Context: an optimization exercise on an open-source flow, tuned for small area. The choices shown serve that exercise and are no tape-out recipe.
In this exercise RTL edits were held to simulation tests only and were not proved equivalent to the original.
Power figures rest on the tool's default switching activity, not on a simulated workload.

==> flow/design.v <==
module pid_fa (
  input  a ,
  input  b ,
  input  c ,
  output s ,
  output co
);
  assign s  = a ^ b ^ c;
  assign co = (a & b) | (a & c) | (b & c);
endmodule
module pid_control #(
  parameter SENSOR_ADDR = 16'hDEAD,
  parameter PWM_ADDR    = 16'hDEAD,
  parameter INIT_REFER  = 0       ,
  parameter PWM_WIDTH   = 16      ,
  parameter TEMP_WIDTH  = 16
) (
  input                         clk               ,
  input                         reset             ,
  output logic [TEMP_WIDTH-1:0] temp_address      ,
  output logic                  temp_read         ,
  input        [          31:0] temp_readdata     ,
  input                         temp_readdatavalid,
  input                         temp_waitrequest  ,
  output logic [ PWM_WIDTH-1:0] pwm_address       ,
  output logic                  pwm_write         ,
  output logic [          31:0] pwm_writedata     ,
  input                         pwm_waitrequest   ,
  input        [           1:0] csr_address       ,
  input                         csr_write         ,
  input        [          31:0] csr_writedata     ,
  input                         csr_read          ,
  output logic [          31:0] csr_readdata
);
  localparam logic [2:0] S_RESET = 3'b000,
                         S_IDLE  = 3'b001,
                         S_CALC  = 3'b011,
                         S_RPID  = 3'b010,
                         S_READ  = 3'b101,
                         S_WPID  = 3'b110;
  logic        [ 2:0] state;
  logic        [15:0] temp_n;        
  wire  signed [15:0] readed_temp = ~temp_n;
  logic signed [15:0] refer;
  logic        [15:0] rd_lo;
  logic               rd_hi;
  wire idle   = (state == S_IDLE);
  wire read   = (state == S_READ);
  wire calc   = (state == S_CALC);
  wire rpid   = (state == S_RPID);
  wire wpid   = (state == S_WPID) & ~pwm_write;
  wire finish = pwm_write;
  always_ff @(posedge clk or posedge reset)
    if (reset)
      begin
        refer <= INIT_REFER;
        rd_lo <= '0;
        rd_hi <= 1'b0;
      end
    else
      begin
        if (csr_write)
          begin
            if (csr_address == 2'h0)
              refer <= csr_writedata[15:0];
          end
        else if (csr_read)
          begin
            if (csr_address == 2'h0)
              begin
                rd_lo <= refer;
                rd_hi <= refer[7];
              end
            else if (csr_address == 2'h1)
              begin
                rd_lo <= readed_temp;
                rd_hi <= readed_temp[15];
              end
          end
        else
          begin
            rd_lo <= '0;
            rd_hi <= 1'b0;
          end
      end
  assign csr_readdata = {{16{rd_hi}}, rd_lo};
  always_ff @(posedge clk or posedge reset)
    if (reset)
      begin
        state       <= S_RESET;
        temp_n      <= '1;
        temp_read   <= 1'b0;
        pwm_write   <= 1'b0;
      end
    else
      begin
        temp_read <= idle;
        case (state)
          S_RESET : state <= S_IDLE;
          S_IDLE  : if (!temp_waitrequest) state <= S_READ;
          S_READ  :
            if (temp_readdatavalid)
              begin
                temp_n      <= ~temp_readdata[15:0];
                state       <= S_CALC;
              end
          S_CALC  : state <= S_RPID;
          S_RPID  : state <= S_WPID;
          default :
            if (!pwm_write)
              pwm_write <= 1'b1;
            else if (!pwm_waitrequest)
              begin
                pwm_write <= 1'b0;
                state     <= S_IDLE;
              end
        endcase
      end
  assign temp_address = temp_read ? SENSOR_ADDR : '0;
  assign pwm_address  = pwm_write ? PWM_ADDR : '0;
  logic signed [16:0] error;      
  logic        [25:0] acc;        
  logic        [11:0] pwm_val;    
  logic        [16:0] e_new;
  logic        [16:0] eb;
  logic        [17:0] addend;
  logic        [25:0] sum;
  logic        [25:0] acc_init;
  logic        [15:0] ctl;
  logic        [18:0] cy;
  logic        [25:18] ones;
  logic        [17:0] bc;
  wire init = rpid | (state == S_RESET);
  wire step = wpid | calc | (finish & ~pwm_waitrequest) |
              (idle & ~temp_waitrequest) | (read & temp_readdatavalid);
  wire dbl  = state[2];
  assign eb     = {~error[16], error[15:0]};
  assign addend = dbl ? {eb, 1'b0} : {1'b0, eb};
  assign cy[0] = wpid;
  for (genvar i = 0; i < 18; i++) begin : g_sum
    pid_fa u_fa (.a(acc[i]), .b(addend[i]), .c(cy[i]), .s(sum[i]), .co(cy[i+1]));
  end
  assign ones[18] = 1'b1;
  for (genvar i = 19; i < 26; i++) begin : g_ones
    assign ones[i] = ones[i-1] & acc[i-1];
  end
  for (genvar i = 18; i < 26; i++) begin : g_inc
    assign sum[i] = acc[i] ^ (cy[18] & ones[i]);
  end
  assign bc[0] = 1'b1;
  for (genvar i = 0; i < 17; i++) begin : g_sub
    localparam int J = (i < 16) ? i : 15;
    pid_fa u_fa (.a(refer[J]), .b(temp_n[J]), .c(bc[i]), .s(e_new[i]), .co(bc[i+1]));
  end
  assign acc_init = {~eb[16:7] + 10'd102, ~eb[6:0], 9'h1ff};
  assign ctl      = sum[15:0];
  always_ff @(posedge clk)
    if (init)
      error <= e_new;
  always_ff @(posedge clk)
    if (init)
      acc <= acc_init;
    else if (step)
      acc[23:0] <= sum[25:2];
  always_ff @(posedge clk)
    if (rpid)
      pwm_val <= ctl[15] ? 12'd0 : (|ctl[14:12]) ? 12'd4095 : ctl[11:0];
  assign pwm_writedata = {20'd0, pwm_val & {12{pwm_write}}};
endmodule
==> flow/config.mk <==
export PLATFORM = sky130hd
export DESIGN_NAME = pid_control
export DESIGN_NICKNAME = pid_control
export VERILOG_FILES = /design/flow/design.v
export SDC_FILE = /design/flow/constraint.sdc
export NUM_CORES = 4
export LEC_CHECK = 0
export CAP_MARGIN = 20
export CORE_MARGIN = 2
export CORE_UTILIZATION = 40
export CTS_BUF_LIST = sky130_fd_sc_hd__clkbuf_8
export SLEW_MARGIN = 20
export SYNTH_HIERARCHICAL = 1
==> flow/constraint.sdc <==
create_clock -name core_clock -period 8.0 [get_ports {clk}]
set_input_delay 1.6000 -clock core_clock [delete_from_list [all_inputs] [get_ports {clk}]]
set_output_delay 1.6000 -clock core_clock [all_outputs]
set_load 0.01 [all_outputs]
standard.sh (not shown) runs the stock make flow with config.mk's settings and CLKGATE_MAP_FILE= SYNTH_SCRIPT=/design/flow/synth_recipe.tcl, a recipe that flattens the netlist after the stock synthesis.
==> flow/flow/run.sh <==
#!/bin/bash
# Layout flow: the standard layout (standard.sh: ORFS synthesis through
# finish, unchanged), except that
#  - the buffers ORFS puts on the input and output ports are the smallest
#    buffer cell, sky130_fd_sc_hd__buf_1;
#  - clock tree synthesis inserts no dummy loads;
#  - the constant outputs share their tie cell (no per-port tie copies).
# ORFS writes each step's full log under orfs/logs/; the output of
# standard.sh itself goes to standard.log.
set -euo pipefail
export BUFFER_PORTS_ARGS="-buffer_cell sky130_fd_sc_hd__buf_1"
export CTS_ARGS="-sink_clustering_enable -repair_clock_nets -buf_list sky130_fd_sc_hd__clkbuf_8 -dont_use_dummy_load"
export SKIP_REPAIR_TIE_FANOUT=1
bash standard.sh > standard.log 2>&1
==> next run, changes <==
==> flow/flow/run.sh (replaced) <==
#!/bin/bash
# Layout flow: the standard layout (standard.sh: ORFS synthesis through
# finish, unchanged), except that
#  - the buffers ORFS puts on the input and output ports are the smallest
#    buffer cell, sky130_fd_sc_hd__buf_1;
#  - clock tree synthesis inserts no dummy loads.
# ORFS writes each step's full log under orfs/logs/; the output of
# standard.sh itself goes to standard.log.
set -euo pipefail
export BUFFER_PORTS_ARGS="-buffer_cell sky130_fd_sc_hd__buf_1"
export CTS_ARGS="-sink_clustering_enable -repair_clock_nets -buf_list sky130_fd_sc_hd__clkbuf_8 -dont_use_dummy_load"
bash standard.sh > standard.log 2>&1
=> The changed run passed the timing, design-rule and antenna checks; sequential share of layout area falls by 0.84 points; setup slack barely changes; final area rises by 1.8%.
==> next run, changes <==
==> flow/flow/run.sh (replaced) <==
#!/bin/bash
# Layout flow: the standard layout (standard.sh: ORFS synthesis through
# finish, unchanged), except that the buffers ORFS puts on the input and
# output ports are the smallest buffer cell, sky130_fd_sc_hd__buf_1.
# ORFS writes each step's full log under orfs/logs/; the output of
# standard.sh itself goes to standard.log.
set -euo pipefail
export BUFFER_PORTS_ARGS="-buffer_cell sky130_fd_sc_hd__buf_1"
bash standard.sh > standard.log 2>&1
- CORE_UTILIZATION: 40 -> 60
- PLACE_DENSITY: not set -> 0.75
The changed run ran to the end with no violations.
Non-clock buffer count rose by 4.
Routed wire length fell by 6.4%.
Clock power rose by 25%.
Synthesized cell count stays the same.
Die area fell by 32%.
Count of clock-buffer cells in the layout is unchanged.
==> next run, changes <==
==> flow/run.sh (new file) <==
#!/bin/bash
# synth_recipe.tcl (not shown) runs the flow's synth.tcl, then flattens the netlist and writes it again
# the make line also repeats each setting of config.mk as NAME=value (left out here)
make -C /OpenROAD-flow-scripts/flow DESIGN_CONFIG=/design/flow/config.mk WORK_HOME=/design/flow/orfs CLKGATE_MAP_FILE= SYNTH_SCRIPT=/design/flow/synth_recipe.tcl finish
- CORE_UTILIZATION: 60 -> 40
- CTS_CLUSTER_DIAMETER: not set -> 200
- CTS_CLUSTER_SIZE: not set -> 30
- PLACE_DENSITY: 0.75 -> not set
removed: flow/flow/run.sh
removed: flow/standard.sh
Effect: The changed run ran to the end with no violations. Clock power rises by about 3%. Critical path depth goes down by 1. Non-clock buffer count fell by 2. Register-to-register slack gets worse by 0.09 ns. Die area rose by 48%. Total power rises by about 6%. Final cell count goes up by 7.0%. Worst hold slack is better by 0.0033 ns. Wire length rises by about 10%. Fmax went down by 1.1%.

[port drivers added, routing unchanged]
No port has a modelled driver above. Below, the same layouts with a new extraction and two added sets of constraints. Step 1 assumes that a clkbuf_16 drives the clock port and a buf_2 every other input. Step 2 adds t to the input delays and takes it off the output delays; t is the mean of the earliest and latest rising clock arrival at the registers after step 1. Input paths then give back, and output paths get back, about the clock's delay inside the block. Slacks: ideal / step 1 / step 2; pairs: ideal / step 1.
| run | shift t [ns] | setup WS [ns] | hold WS [ns] |
|---|---|---|---|
| the first run | 0.399 | 0.201 / 0.201 / 0.201 | 0.499 / 0.499 / 0.499 |
| the second run | 0.406 | 0.201 / 0.201 / 0.201 | 0.501 / 0.501 / 0.501 |
| the third run | 0.395 | 0.248 / 0.248 / 0.248 | 0.503 / 0.503 / 0.503 |
| the fourth run | 0.414 | 0.160 / 0.160 / 0.160 | 0.507 / 0.507 / 0.507 |
After both steps setup and hold are still met in every run listed.
